Context: an optimization exercise on an open-source flow, tuned for small area, a short achievable clock period and few clock cycles per item. The choices shown serve that exercise and are no tape-out recipe.

==> inputs of v20 <==
## booth_multiplier
module booth_multiplier(
	input			clk,
	input			rst_n,
	input [32:0]	data1,
	input [32:0]	data2,
	input			valid_i,
	output			ready_o,
	input			ready_i,
	output			valid_o,
	output [63:0] 	res
);
	reg			va, vs, vr;
	reg			rdy, vo;	 
	reg [32:0]	a1, s1, s2;
	reg [16:0]	a_one, a_two;
	reg [15:0]	a_neg;
	reg [63:0]	r;
	wire [63:0]	prod;
	wire		r_free = ~vr | ready_i;
	wire		a_load = r_free | ~va;
	assign ready_o = rdy;
	assign valid_o = vo;
	assign res = r;
	wire [32:0]	b_in = vs ? s2 : data2;
	wire [34:0]	b_ext = {1'b0, b_in, 1'b0};
	wire [16:0]	e_one, e_two;
	wire [15:0]	e_neg;
	genvar j;
	generate
		for (j = 0; j < 17; j = j + 1) begin : enc
			assign e_one[j] = b_ext[2*j+1] ^ b_ext[2*j];
			assign e_two[j] = (b_ext[2*j+2] & ~b_ext[2*j+1] & ~b_ext[2*j]) |
			                  (~b_ext[2*j+2] & b_ext[2*j+1] & b_ext[2*j]);
			if (j < 16) begin : n
				assign e_neg[j] = b_ext[2*j+2];
			end
		end
	endgenerate
	always @(posedge clk or negedge rst_n) begin
		if (!rst_n) begin
			va <= 1'b0;
			vs <= 1'b0;
			vr <= 1'b0;
			rdy <= 1'b1;
			vo <= 1'b0;
		end else begin
			if (r_free) begin
				vr <= va;
				vo <= va;
			end
			if (a_load)
  ...
==> module booth_multiplier, before the edit <==
module booth_multiplier(
	input			clk,
	input			rst_n,
	input [32:0]	data1,
	input [32:0]	data2,
	input			valid_i,
	output			ready_o,
	input			ready_i,
	output			valid_o,
	output [63:0] 	res
);
	reg			va, vs, vr;
	reg			rdy, vo;	 
	reg [32:0]	a1, s1, s2;
	reg [16:0]	a_one, a_two;
	reg [15:0]	a_neg;
	reg [63:0]	r;
	wire [63:0]	prod;
	wire		r_free = ~vr | ready_i;
	wire		a_load = r_free | ~va;
	assign ready_o = rdy;
	assign valid_o = vo;
	assign res = r;
	wire [32:0]	b_in = vs ? s2 : data2;
	wire [34:0]	b_ext = {1'b0, b_in, 1'b0};
	wire [16:0]	e_one, e_two;
	wire [15:0]	e_neg;
	genvar j;
	generate
		for (j = 0; j < 17; j = j + 1) begin : enc
			assign e_one[j] = b_ext[2*j+1] ^ b_ext[2*j];
			assign e_two[j] = (b_ext[2*j+2] & ~b_ext[2*j+1] & ~b_ext[2*j]) |
			                  (~b_ext[2*j+2] & b_ext[2*j+1] & b_ext[2*j]);
			if (j < 16) begin : n
				assign e_neg[j] = b_ext[2*j+2];
			end
		end
	endgenerate
	always @(posedge clk or negedge rst_n) begin
		if (!rst_n) begin
			va <= 1'b0;
			vs <= 1'b0;
			vr <= 1'b0;
			rdy <= 1'b1;
			vo <= 1'b0;
		end else begin
			if (r_free) begin
				vr <= va;
				vo <= va;
			end
			if (a_load)
				va <= vs | valid_i;
			if (vs) begin
				vs <= ~r_free;
				rdy <= r_free;
			end else begin
				vs <= valid_i & ~a_load;
				rdy <= ~(valid_i & ~a_load);
			end
		end
	end
	always @(posedge clk) begin
		if (a_load) begin
			a1 <= vs ? s1 : data1;
			a_one <= e_one;
			a_two <= e_two;
			a_neg <= e_neg;
		end
		if (~vs) begin
			s1 <= data1;
			s2 <= data2;
		end
		if (r_free)
			r <= prod;
	end
	mul33 u_mul (.a(a1), .one(a_one), .two(a_two), .neg(a_neg), .p(prod));
endmodule
export LEC_CHECK = 0
export ABC_AREA = 1
export CAP_MARGIN = 20
export CELL_PAD_IN_SITES_DETAIL_PLACEMENT = 2
export CELL_PAD_IN_SITES_GLOBAL_PLACEMENT = 2
export CORE_MARGIN = 2
export CORE_UTILIZATION = 30
export PLACE_DENSITY = 0.5
export SLEW_MARGIN = 20
export SYNTH_HIERARCHICAL = 1
export SYNTH_MINIMUM_KEEP_SIZE = 0
create_clock -name core_clock -period 32.0 [get_ports {clk}]
standard.sh (not shown) runs the stock make flow with config.mk's settings and CLKGATE_MAP_FILE= SYNTH_SCRIPT=/design/flow/synth_recipe.tcl, a recipe that flattens the netlist after the stock synthesis.
==> flow/flow/run.sh <==
#!/bin/bash
# The standard layout (standard.sh) with extra ORFS make variables:
#  - port buffers use a plain buffer cell (buf_2) instead of the default choice
#  - flow/extra.txt, if present, holds one more VAR=VALUE per line
set -euo pipefail
ARGS=("BUFFER_PORTS_ARGS=-buffer_cell sky130_fd_sc_hd__buf_2")
if [[ -f flow/extra.txt ]]; then
  while read -r line; do [[ -n "$line" ]] && ARGS+=("$line"); done < flow/extra.txt
fi
bash standard.sh "${ARGS[@]}" finish > make.log 2>&1
==> v16 (differences from v20) <==
--- a/flow/design.v
+++ b/flow/design.v
@@ -11,5 +11,4 @@
 );
 	reg			va, vs, vr;
-	reg			rdy, vo;	 
 	reg [32:0]	a1, s1, s2;
 	reg [16:0]	a_one, a_two;
@@ -19,6 +18,6 @@
 	wire		r_free = ~vr | ready_i;
 	wire		a_load = r_free | ~va;
-	assign ready_o = rdy;
-	assign valid_o = vo;
+	assign ready_o = ~vs;
+	assign valid_o = vr;
 	assign res = r;
 	wire [32:0]	b_in = vs ? s2 : data2;
@@ -42,20 +41,13 @@
 			vs <= 1'b0;
 			vr <= 1'b0;
-			rdy <= 1'b1;
-			vo <= 1'b0;
 		end else begin
-			if (r_free) begin
+			if (r_free)
 				vr <= va;
-				vo <= va;
-			end
 			if (a_load)
 				va <= vs | valid_i;
-			if (vs) begin
+			if (vs)
 				vs <= ~r_free;
-				rdy <= r_free;
-			end else begin
+			else
 				vs <= valid_i & ~a_load;
-				rdy <= ~(valid_i & ~a_load);
-			end
 		end
 	end
==> flow/run.sh (new file) <==
#!/bin/bash
# synth_recipe.tcl (not shown) runs the flow's synth.tcl, then flattens the netlist and writes it again
# the make line also repeats each setting of config.mk as NAME=value (left out here)
make -C /OpenROAD-flow-scripts/flow DESIGN_CONFIG=/design/flow/config.mk WORK_HOME=/design/flow/orfs CLKGATE_MAP_FILE= SYNTH_SCRIPT=/design/flow/synth_recipe.tcl finish
removed: flow/flow/run.sh
removed: flow/standard.sh
==> results.txt <==
v16 completed without violations. v20 passed the timing, DRC and antenna checks. Clock-buffer cell count: v16 is lower than v20 (7). First-iteration DRC count: v16 is larger than v20 (about 3%). Against v16, the via count of v20 is lower by about 0.3%. Between v20 and v16, the lower clock skew is in v16 (gap 0.0025 ns). Against v16, the global-route usage of v20 is lower by 0.10 points. Of v16 and v20, v16 has the higher worst hold slack (gap 0.0022 ns).
Function was not checked in any run of this note: the RTL went through the layout flow alone.

[what the ideal ports hide]
No port has a modelled driver above. Below, the same layouts with a new extraction and two added sets of constraints.
Step 1: set_driving_cell puts a clkbuf_16 on clk and a buf_2 on each other input, an assumption about the parent block.
Step 2, shift: input delay + t, output delay - t, t = (earliest + latest rising clock arrival at the registers) / 2. This alone moves slack from input paths to output paths.
Slacks: ideal / step 1 / step 2; pairs: ideal / step 1.
| run | t (ns) | setup slack, ns | worst setup path after step 2 | slew at the worst register clock pin (ns) | cell pins on the clock port's net |
|---|---|---|---|---|---|
| v20 | 0.710 | 24.211 / 24.211 / 23.559 | input to register | 0.06 / 0.06 | 1 |
| v16 | 0.685 | 23.443 / 23.376 / 23.523 | input to register | 0.06 / 0.06 | 1 |
After both steps every run listed still meets setup and hold. For v20, which loses most, drivers alone change the setup slack by 0.000 ns; drivers and shift together by -0.652 ns.
